Background: an optimization exercise with open tools, aiming at small area. Do not read the settings as production practice.
Function was checked by simulation only, so behaviour that the tests miss may differ from the original.
No driver is modelled on the clock port, so clock power and skew are understated where the tree is cut down; a real chip needs a root buffer or a tree.
Power is estimated from default activity; no workload was simulated.

## top_calc_accum_final
module top_calc_accum_final (
    input  wire clk,
    input  wire reset,
    input  wire [1:0] op_sel_raw,
    input  wire [7:0] data_in_raw,
    input  wire calc_btn_raw,
    output wire [6:0] disp0,
    output wire [6:0] disp1,
    output wire [6:0] disp2,
    output wire [6:0] disp3,
    output wire [6:0] disp4,
    output wire neg_flag,
    output wire error_flag,
    output wire [7:0] acc_out
);
    reg [1:0] op_s1, op;
    reg [7:0] d_s1, d;
    reg [7:0] acc;
    reg [6:0] frac;
    reg       err_q;
    reg [2:0] mode, cnt;
    wire [7:0] acc_n;
    wire [6:0] frac_n;
    wire       err_n;
    wire [2:0] mode_n, cnt_n;
    wire       hund;
    calc_core u_core (
        .reset(reset), .btn(calc_btn_raw), .op(op), .d(d),
        .acc(acc), .frac(frac), .err_q(err_q), .mode(mode), .cnt(cnt),
        .acc_n(acc_n), .frac_n(frac_n), .err_n(err_n), .mode_n(mode_n), .cnt_n(cnt_n),
        .disp0(disp0), .disp1(disp1), .disp2(disp2), .disp3(disp3), .hund(hund)
    );
    always @(posedge clk) begin
        op_s1 <= op_sel_raw;
        op    <= op_s1;
        d_s1  <= data_in_raw;
        d     <= d_s1;
        acc   <= acc_n;
        frac  <= frac_n;
  ...
Size in the first run: about 380 cells after synthesis, ~58 I/O pins.
Settings: LEC_CHECK=0, ABC_AREA=1, CAP_MARGIN=20, CORE_MARGIN=2, CORE_UTILIZATION=40, GPL_TIMING_DRIVEN=0, SLEW_MARGIN=20; clock period 40.0 ns.
standard.sh (not shown) runs the stock make flow with config.mk's settings and CLKGATE_MAP_FILE= SYNTH_SCRIPT=/design/flow/synth_recipe.tcl, a recipe that flattens the netlist after the stock synthesis.
==> flow/flow/run.sh <==
#!/bin/bash
# Own layout flow: the standard synthesis, then an area-oriented re-mapping of the
# combinational logic (registers untouched, several ABC scripts tried, the smallest
# result kept), then the standard layout steps with minimum-size port buffers and a
# smaller clock tree whose root buffer is dropped after CTS.  Each tool's output goes to a log of its own here.
set -euo pipefail
W=$PWD
R=$W/orfs/results/$FLOW_PLATFORM/top_calc_accum_final/base
LIB=$FLOW_HOME/platforms/$FLOW_PLATFORM/lib/sky130_fd_sc_hd__tt_025C_1v80.lib

bash standard.sh synth > $W/log_1_synth.txt 2>&1
cp $R/1_2_yosys.v $W/std_1_2_yosys.v

DONT=""
for c in $(grep -oE 'cell *\( *"?sky130_fd_sc_hd__(lpflow_[a-z0-9_]+|probe[a-z0-9_]*)' $LIB | sed -E 's/.*(sky130_fd_sc_hd__[a-z0-9_]+)/\1/' | sort -u); do
  DONT="$DONT -dont_use $c"
done
remap_one() {
  local s=$1 n
  n=$(basename $s .abc)
  mkdir -p $W/$n
  if (cd $W/$n && LIB=$LIB IN=$W/std_1_2_yosys.v OUT=$W/$n/out.v ABCSCR=$s DONT="$DONT" \
        timeout 1200 yosys -c $W/flow/remap.tcl > $W/log_2_$n.txt 2>&1) &&
     python3 $W/flow/check_remap.py $W/std_1_2_yosys.v $W/$n/out.v >> $W/log_2_$n.txt 2>&1; then
    echo "$n $(grep 'Chip area for top' $W/$n/remap_stat.txt | awk '{print $NF}')" > $W/$n/area.txt
  fi
}
i=0
for s in $W/flow/remap_*.abc; do
  remap_one $s &
  i=$((i + 1))
  if (( i % 4 == 0 )); then wait; fi
done
wait
best=""; bestarea=""
for s in $W/flow/remap_*.abc; do
  n=$(basename $s .abc)
  if [[ -f $W/$n/area.txt ]]; then
    a=$(awk '{print $2}' $W/$n/area.txt)
    echo "$n $a" >> $W/log_2_remap_choice.txt
    if [[ -n "$a" ]] && { [[ -z "$bestarea" ]] || python3 -c "import sys; sys.exit(0 if $a < $bestarea else 1)"; }; then
      best=$n; bestarea=$a
    fi
  else
    echo "$n failed" >> $W/log_2_remap_choice.txt
  fi
done
echo "chosen $best $bestarea" >> $W/log_2_remap_choice.txt
if [[ -n "$best" ]]; then
  cp $W/$best/out.v $W/remap_1_2_yosys.v
  cp $W/remap_1_2_yosys.v $R/1_2_yosys.v
  rm -f $R/1_synth.odb $R/1_synth.sdc
fi
ARGS=("BUFFER_PORTS_ARGS=-buffer_cell sky130_fd_sc_hd__buf_1"
      "CTS_ARGS=-sink_clustering_enable -repair_clock_nets -buf_list sky130_fd_sc_hd__clkbuf_8 -dont_use_dummy_load")
bash standard.sh "${ARGS[@]}" cts > $W/log_3_to_cts.txt 2>&1
# Drop the clock tree's root buffer (the clock port then feeds the <= 4 leaf buffers),
# keeping 3 leaf buffers if the register clock slew stays well inside the limit.
cp $R/4_cts.odb $W/4_cts_standard.odb
for keep in 3 4; do
  rm -f $W/4_cts_fixed.odb
  if KEEP=$keep PLATFORM_DIR=$FLOW_HOME/platforms/$FLOW_PLATFORM LIB=$LIB ODB_IN=$W/4_cts_standard.odb \
       SDC_IN=$R/4_cts.sdc ODB_OUT=$W/4_cts_fixed.odb \
       openroad -no_init -exit $W/flow/fixclk.tcl > $W/log_4_fixclk_$keep.txt 2>&1 &&
     [[ -f $W/4_cts_fixed.odb ]] &&
     python3 -c "import re,sys; m=re.search(r'worst register clock slew: ([0-9.e-]+); clock port pins: (\d+)', open('$W/log_4_fixclk_$keep.txt').read()); sys.exit(0 if m and float(m.group(1)) < 0.110 and int(m.group(2)) <= 4 else 1)"; then
    cp $W/4_cts_fixed.odb $R/4_1_cts.odb
    sleep 1
    cp $W/4_cts_fixed.odb $R/4_cts.odb
    echo "clock root buffer dropped, $keep leaf buffers kept" >> $W/log_4_fixclk_$keep.txt
    break
  else
    echo "not used" >> $W/log_4_fixclk_$keep.txt
  fi
done
bash standard.sh "${ARGS[@]}" finish > $W/log_5_layout.txt 2>&1
Other scripts of this flow, unchanged in this note and not shown: flow/flow/check_remap.py, flow/flow/fixclk.tcl, flow/flow/remap.tcl, flow/flow/remap_a.abc, flow/flow/remap_b.abc, flow/flow/remap_c.abc, flow/flow/remap_d.abc, flow/flow/remap_s3.abc, flow/flow/remap_s4.abc, flow/flow/remap_s5.abc, flow/flow/remap_s6.abc
The first run passed the timing, design-rule and antenna checks.
Then changed:
GPL_TIMING_DRIVEN = default   (was 0)
Via count rises by 1.3%.
Maximum frequency rises by 0.49%.
Total power rises by 0.62%.
Core utilization rises by 0.15 points.
Critical path depth is unchanged.
Sequential cell count is unchanged.
Sequential power is about the same.
Design area rises by 0.32%.
Global-route usage rises by 0.49 points.

[port drivers added, routing unchanged]
No port has a modelled driver above. Below, the same layouts with a new extraction and two added sets of constraints.
Step 1 sets driving cells, clkbuf_16 on the clock port and buf_2 on the other inputs (assumed; they add their load-dependent delay and slew).
Step 2 times the ports against the registers' clock, not the clock port: input delays grow and output delays shrink by t, the midpoint of the rising clock arrivals with the driver on.
Three values: no drivers, after step 1, after step 2; two values: the first two.
run | t (ns) | setup WS [ns] | pins driven straight from the clock port
the first run | 0.189 | 28.038 / 27.995 / 28.184 | 3
the second run | 0.192 | 28.096 / 28.052 / 28.244 | 3
After both steps every run listed still meets setup and hold.
